Context: an optimization exercise on an open-source flow, tuned for small area. The choices shown serve that exercise and are no tape-out recipe.
Only simulation tests tie the RTL to the original design; equivalence was not proved.
No driver is modelled on the clock port, so clocking that relies on it looks cheaper here than on a real chip.

Design sqrt, start of the top module:
module sqrt(input RESET, PREVIOUS, NEXT,CLK, input [31:0] N , input [31:0] DELTA , output [63:0] m);
For scale: roughly 1400 cells after synthesis, ~200 flip-flops, ~130 I/O pins, roughly 14000 sq um of cells after synthesis.
==> flow/config.mk <==
export PLATFORM = sky130hd
export DESIGN_NAME = sqrt
export DESIGN_NICKNAME = sqrt
export VERILOG_FILES = /design/flow/design.v
export SDC_FILE = /design/flow/constraint.sdc
export NUM_CORES = 4
export LEC_CHECK = 0
export CAP_MARGIN = 20
export CORE_MARGIN = 2
export CORE_UTILIZATION = 50
export CTS_BUF_LIST = sky130_fd_sc_hd__clkbuf_8
export CTS_CLUSTER_DIAMETER = 60
export CTS_CLUSTER_SIZE = 16
export SETUP_SLACK_MARGIN = 0.1
export SLEW_MARGIN = 20
export SYNTH_HIERARCHICAL = 1
export SYNTH_MINIMUM_KEEP_SIZE = 0
==> flow/constraint.sdc <==
create_clock -name core_clock -period 15.0 [get_ports {CLK}]
set_input_delay 3.0000 -clock core_clock [delete_from_list [all_inputs] [get_ports {CLK}]]
set_output_delay 3.0000 -clock core_clock [all_outputs]
set_load 0.01 [all_outputs]
standard.sh (not shown) runs the stock make flow with config.mk's settings and CLKGATE_MAP_FILE= SYNTH_SCRIPT=/design/flow/synth_recipe.tcl, a recipe that flattens the netlist after the stock synthesis.
==> flow/flow/run.sh <==
#!/bin/bash
# Standard ORFS layout with three changes: ports are buffered with the smallest
# buffer, clock tree synthesis inserts no dummy loads, and after clock tree
# synthesis the clock buffers whose flip-flop clock pins see a slow slew are
# upsized (flow/post_cts.tcl).
set -euo pipefail
here=$(pwd)
bash standard.sh \
  BUFFER_PORTS_ARGS="-buffer_cell sky130_fd_sc_hd__buf_1" \
  CTS_ARGS="-sink_clustering_enable -repair_clock_nets -sink_clustering_size 16 -sink_clustering_max_diameter 60 -buf_list {sky130_fd_sc_hd__clkbuf_8} -dont_use_dummy_load" \
  POST_CTS_TCL="$here/flow/post_cts.tcl" \
  finish > flow_make.log 2>&1
==> flow/flow/post_cts.tcl <==
# Upsize the clock buffers that drive flip-flop clock pins with a slow slew.
estimate_parasitics -placement
foreach pass {1 2 3} {
  set todo {}
  foreach p [get_pins -hierarchical */CLK] {
    if {[get_property $p slew_max] > 0.100} {
      set net [get_nets -of_objects $p]
      foreach d [get_pins -of_objects $net -filter "direction == output"] {
        lappend todo [get_full_name [get_cells -of_objects $d]]
      }
    }
  }
  set n 0
  foreach i [lsort -unique $todo] {
    set ref [get_property [get_cells $i] ref_name]
    set to ""
    if {$ref eq "sky130_fd_sc_hd__clkbuf_4"} { set to sky130_fd_sc_hd__clkbuf_8 }
    if {$ref eq "sky130_fd_sc_hd__clkbuf_8"} { set to sky130_fd_sc_hd__clkbuf_16 }
    if {$to ne ""} { replace_cell [get_cells $i] $to; incr n }
  }
  puts "post_cts pass $pass: upsized $n clock buffers"
  if {$n == 0} { break }
  estimate_parasitics -placement
}
detailed_placement
The baseline finished with timing, DRC and antenna clean.
Change:
--- a/flow/design.v
+++ b/flow/design.v
@@ -11,23 +11,23 @@
     reg [30:0] dh;       
     reg [4:0]  it;
     reg [31:0] mr;
     assign m = {32'd0, mr};
     wire load   = PREVIOUS & NEXT;
     wire nxt    = NEXT & ~PREVIOUS;
     wire prv    = PREVIOUS & ~NEXT;
     wire active = load | ~done;
     wire [32:0] sum;
-    wire [32:1] sk_c;
+    wire [32:0] sk_c;
+    assign sk_c[0] = 1'b0;
     genvar g;
     generate
-        sqrt_ha u_ha0 (.a(A[0]), .b(B[0]), .s(sum[0]), .co(sk_c[1]));
-        for (g = 1; g < 32; g = g + 1) begin : add_hl
+        for (g = 0; g < 32; g = g + 1) begin : add_hl
             sqrt_fa u_fa (.a(A[g]), .b(B[g]), .c(sk_c[g]), .s(sum[g]), .co(sk_c[g+1]));
         end
     endgenerate
     assign sum[32] = sk_c[32];
     wire cy17 = sk_c[17];
     wire [31:0] c   = sum[32:1];
     wire [15:0] x   = c[15:0];
     wire [15:0] xn  = ~x;
     wire pp1;
What happened: The changed run completed without violations. Routed wire length shrinks by 0.51%. Setup slack improved by 0.027 ns. Via count decreases by 1.4%. Sequential cell count stays the same. Global-route usage goes down by 0.36 points. Final area grows by 0.35%.

========
Starting RTL as in the previous note.
## sqrt
module sqrt(input RESET, PREVIOUS, NEXT,CLK, input [31:0] N , input [31:0] DELTA , output [63:0] m);
    reg        done;
    reg [31:0] s;
    reg [31:0] A;
    reg [31:0] B;
    reg        o;
    reg [31:0] nq;       
    reg        pcn;
    reg        p2n;
    reg        nz;       
    reg [30:0] dh;       
    reg [4:0]  it;
    reg [31:0] mr;
    assign m = {32'd0, mr};
    wire load   = PREVIOUS & NEXT;
    wire nxt    = NEXT & ~PREVIOUS;
    wire prv    = PREVIOUS & ~NEXT;
    wire active = load | ~done;
    wire [32:0] sum;
    wire [32:1] sk_c;
    genvar g;
    generate
        sqrt_ha u_ha0 (.a(A[0]), .b(B[0]), .s(sum[0]), .co(sk_c[1]));
        for (g = 1; g < 32; g = g + 1) begin : add_hl
            sqrt_fa u_fa (.a(A[g]), .b(B[g]), .c(sk_c[g]), .s(sum[g]), .co(sk_c[g+1]));
        end
    endgenerate
    assign sum[32] = sk_c[32];
    wire cy17 = sk_c[17];
    wire [31:0] c   = sum[32:1];
    wire [15:0] x   = c[15:0];
    wire [15:0] xn  = ~x;
    wire pp1;
    wire pp2;
    wire pp3;
    wire pp4;
    wire pp5;
    wire pp6;
    wire pp7;
    wire pp8;
    wire pp9;
    wire pp10;
    wire pp11;
    wire pp12;
    wire pp13;
    wire pp14;
    wire pp15;
    wire pp16;
    wire pp17;
    wire pp18;
    wire pp19;
    wire pp20;
    wire pp21;
    wire pp22;
    wire pp23;
    wire pp24;
    wire pp25;
    wire pp26;
    wire pp27;
    wire pp28;
    wire pp29;
    wire pp30;
    wire pp31;
    wire pp32;
    wire pp33;
    wire pp34;
    wire pp35;
    wire pp36;
    wire pp37;
    wire pp38;
    wire pp39;
    wire pp40;
    wire pp41;
    wire pp42;
    wire pp43;
    wire pp44;
    wire pp45;
    wire pp46;
    wire pp47;
    wire pp48;
    wire pp49;
    wire pp50;
    wire pp51;
    wire pp52;
    wire pp53;
    wire pp54;
    wire pp55;
    wire pp56;
    wire pp57;
    wire pp58;
    wire pp59;
    wire pp60;
    wire pp61;
    wire pp62;
    wire pp63;
    wire pp64;
    wire pp65;
    wire pp66;
    wire pp67;
    wire pp68;
  ...
clock: 15.0 ns
lec_check: 0
cap_margin: 20
core_margin: 2
core_utilization: 50
cts_buf_list: sky130_fd_sc_hd__clkbuf_8
cts_cluster_diameter: 60
cts_cluster_size: 16
setup_slack_margin: 0.1
slew_margin: 20
synth_hierarchical: 1
synth_minimum_keep_size: 0
==> flow/flow/run.sh <==
#!/bin/bash
# Standard ORFS layout with four changes: ports are buffered with the smallest
# buffer, clock tree synthesis inserts no dummy loads, and after clock tree
# synthesis the clock buffers whose flip-flop clock pins see a slow slew are
# upsized (flow/post_cts.tcl); the output ports tied low share one tie cell
# (flow/post_floorplan.tcl).
set -euo pipefail
here=$(pwd)
bash standard.sh \
  BUFFER_PORTS_ARGS="-buffer_cell sky130_fd_sc_hd__buf_1" \
  CTS_ARGS="-sink_clustering_enable -repair_clock_nets -sink_clustering_size 16 -sink_clustering_max_diameter 60 -buf_list {sky130_fd_sc_hd__clkbuf_8} -dont_use_dummy_load" \
  POST_CTS_TCL="$here/flow/post_cts.tcl" \
  POST_FLOORPLAN_TCL="$here/flow/post_floorplan.tcl" \
  finish > flow_make.log 2>&1
==> flow/flow/post_floorplan.tcl <==
# The constant outputs: drive all output ports tied low from one tie cell
# instead of one tie cell per port. Here each such port is driven by a
# buffer fed by its own tie cell; feed all those buffers from the first tie
# cell (global placement later removes the buffers).
set block [ord::get_db_block]
set keep_net ""
set moved 0
foreach inst [$block getInsts] {
  if {[[$inst getMaster] getName] ne "sky130_fd_sc_hd__conb_1"} { continue }
  set hi [$inst findITerm HI]
  if {$hi ne "NULL" && [$hi getNet] ne "NULL"} { continue }
  set lo [$inst findITerm LO]
  set net [$lo getNet]
  if {$net eq "NULL"} { continue }
  if {[llength [$net getBTerms]] != 0} { continue }
  set its [$net getITerms]
  if {[llength $its] != 2} { continue }
  set load ""
  foreach it $its { if {[$it getInst] ne $inst} { set load $it } }
  if {$load eq ""} { continue }
  set buf [$load getInst]
  if {![string match "sky130_fd_sc_hd__buf_*" [[$buf getMaster] getName]]} { continue }
  set out [$buf findITerm X]
  if {$out eq "NULL" || [$out getNet] eq "NULL"} { continue }
  set onet [$out getNet]
  if {[llength [$onet getBTerms]] != 1 || [llength [$onet getITerms]] != 1} { continue }
  if {$keep_net eq ""} { set keep_net $net; continue }
  $load disconnect
  $load connect $keep_net
  odb::dbInst_destroy $inst
  odb::dbNet_destroy $net
  incr moved
}
puts "post_floorplan: moved $moved tied-low output ports onto one tie cell"
Scripts as last shown in full above: flow/flow/post_cts.tcl
The baseline produced a clean layout.
==> next run, changes <==
--- a/flow/design.v
+++ b/flow/design.v
@@ -10,25 +10,25 @@
     reg        nz;       
     reg [30:0] dh;       
     reg [4:0]  it;
     reg [31:0] mr;
     assign m = {32'd0, mr};
     wire load   = PREVIOUS & NEXT;
     wire nxt    = NEXT & ~PREVIOUS;
     wire prv    = PREVIOUS & ~NEXT;
     wire active = load | ~done;
     wire [32:0] sum;
-    wire [32:1] sk_c;
+    wire [32:0] sk_c;
+    assign sk_c[0] = 1'b0;
     genvar g;
     generate
-        sqrt_ha u_ha0 (.a(A[0]), .b(B[0]), .s(sum[0]), .co(sk_c[1]));
-        for (g = 1; g < 32; g = g + 1) begin : add_hl
+        for (g = 0; g < 32; g = g + 1) begin : add_hl
             sqrt_fa u_fa (.a(A[g]), .b(B[g]), .c(sk_c[g]), .s(sum[g]), .co(sk_c[g+1]));
         end
     endgenerate
     assign sum[32] = sk_c[32];
     wire cy17 = sk_c[17];
     wire [31:0] c   = sum[32:1];
     wire [15:0] x   = c[15:0];
     wire [15:0] xn  = ~x;
     wire pp1;
     wire pp2;
The changed run completed with no timing, DRC or antenna violations.
Global-route usage is lower by 0.21 points.
Wire length drops slightly.
Synthesized cell count does not change.
Utilization went up by 0.10 points.
Worst hold slack barely changes.
Register-to-register slack is worse by 0.10 ns.
Worst setup slack gains 0.17 ns.
Sequential share of layout area stays flat.
Via count drops slightly.
Maximum frequency came out higher slightly.
Die area barely changes.

-- afterwards: timing with drivers on the ports --
No port has a modelled driver above. Below, the same layouts with a new extraction and two added sets of constraints.
Step 1 assumes that a clkbuf_16 drives the clock port and a buf_2 every other input.
Step 2 adds t to the input delays and takes it off the output delays; t is the mean of the earliest and latest rising clock arrival at the registers after step 1. Input paths then give back, and output paths get back, about the clock's delay inside the block.
Slacks: ideal ports / drivers / drivers and shift; pairs: ideal ports / drivers.
run	shift t [ns]	setup slack, ns	worst register clock-pin slew, ns
the first run of note 1	0.528	0.880 / 0.901 / 0.374	0.10 / 0.10
the second run of note 1	0.514	0.907 / 0.934 / 0.420	0.10 / 0.10
the first run of note 2	0.514	0.776 / 0.793 / 0.279	0.09 / 0.09
the second run of note 2	0.517	0.945 / 0.966 / 0.449	0.09 / 0.09
After both steps setup and hold are still met in every run listed. The setup slack of the first run of note 1, which loses most, moves by +0.021 ns with the drivers and by -0.506 ns with both steps.
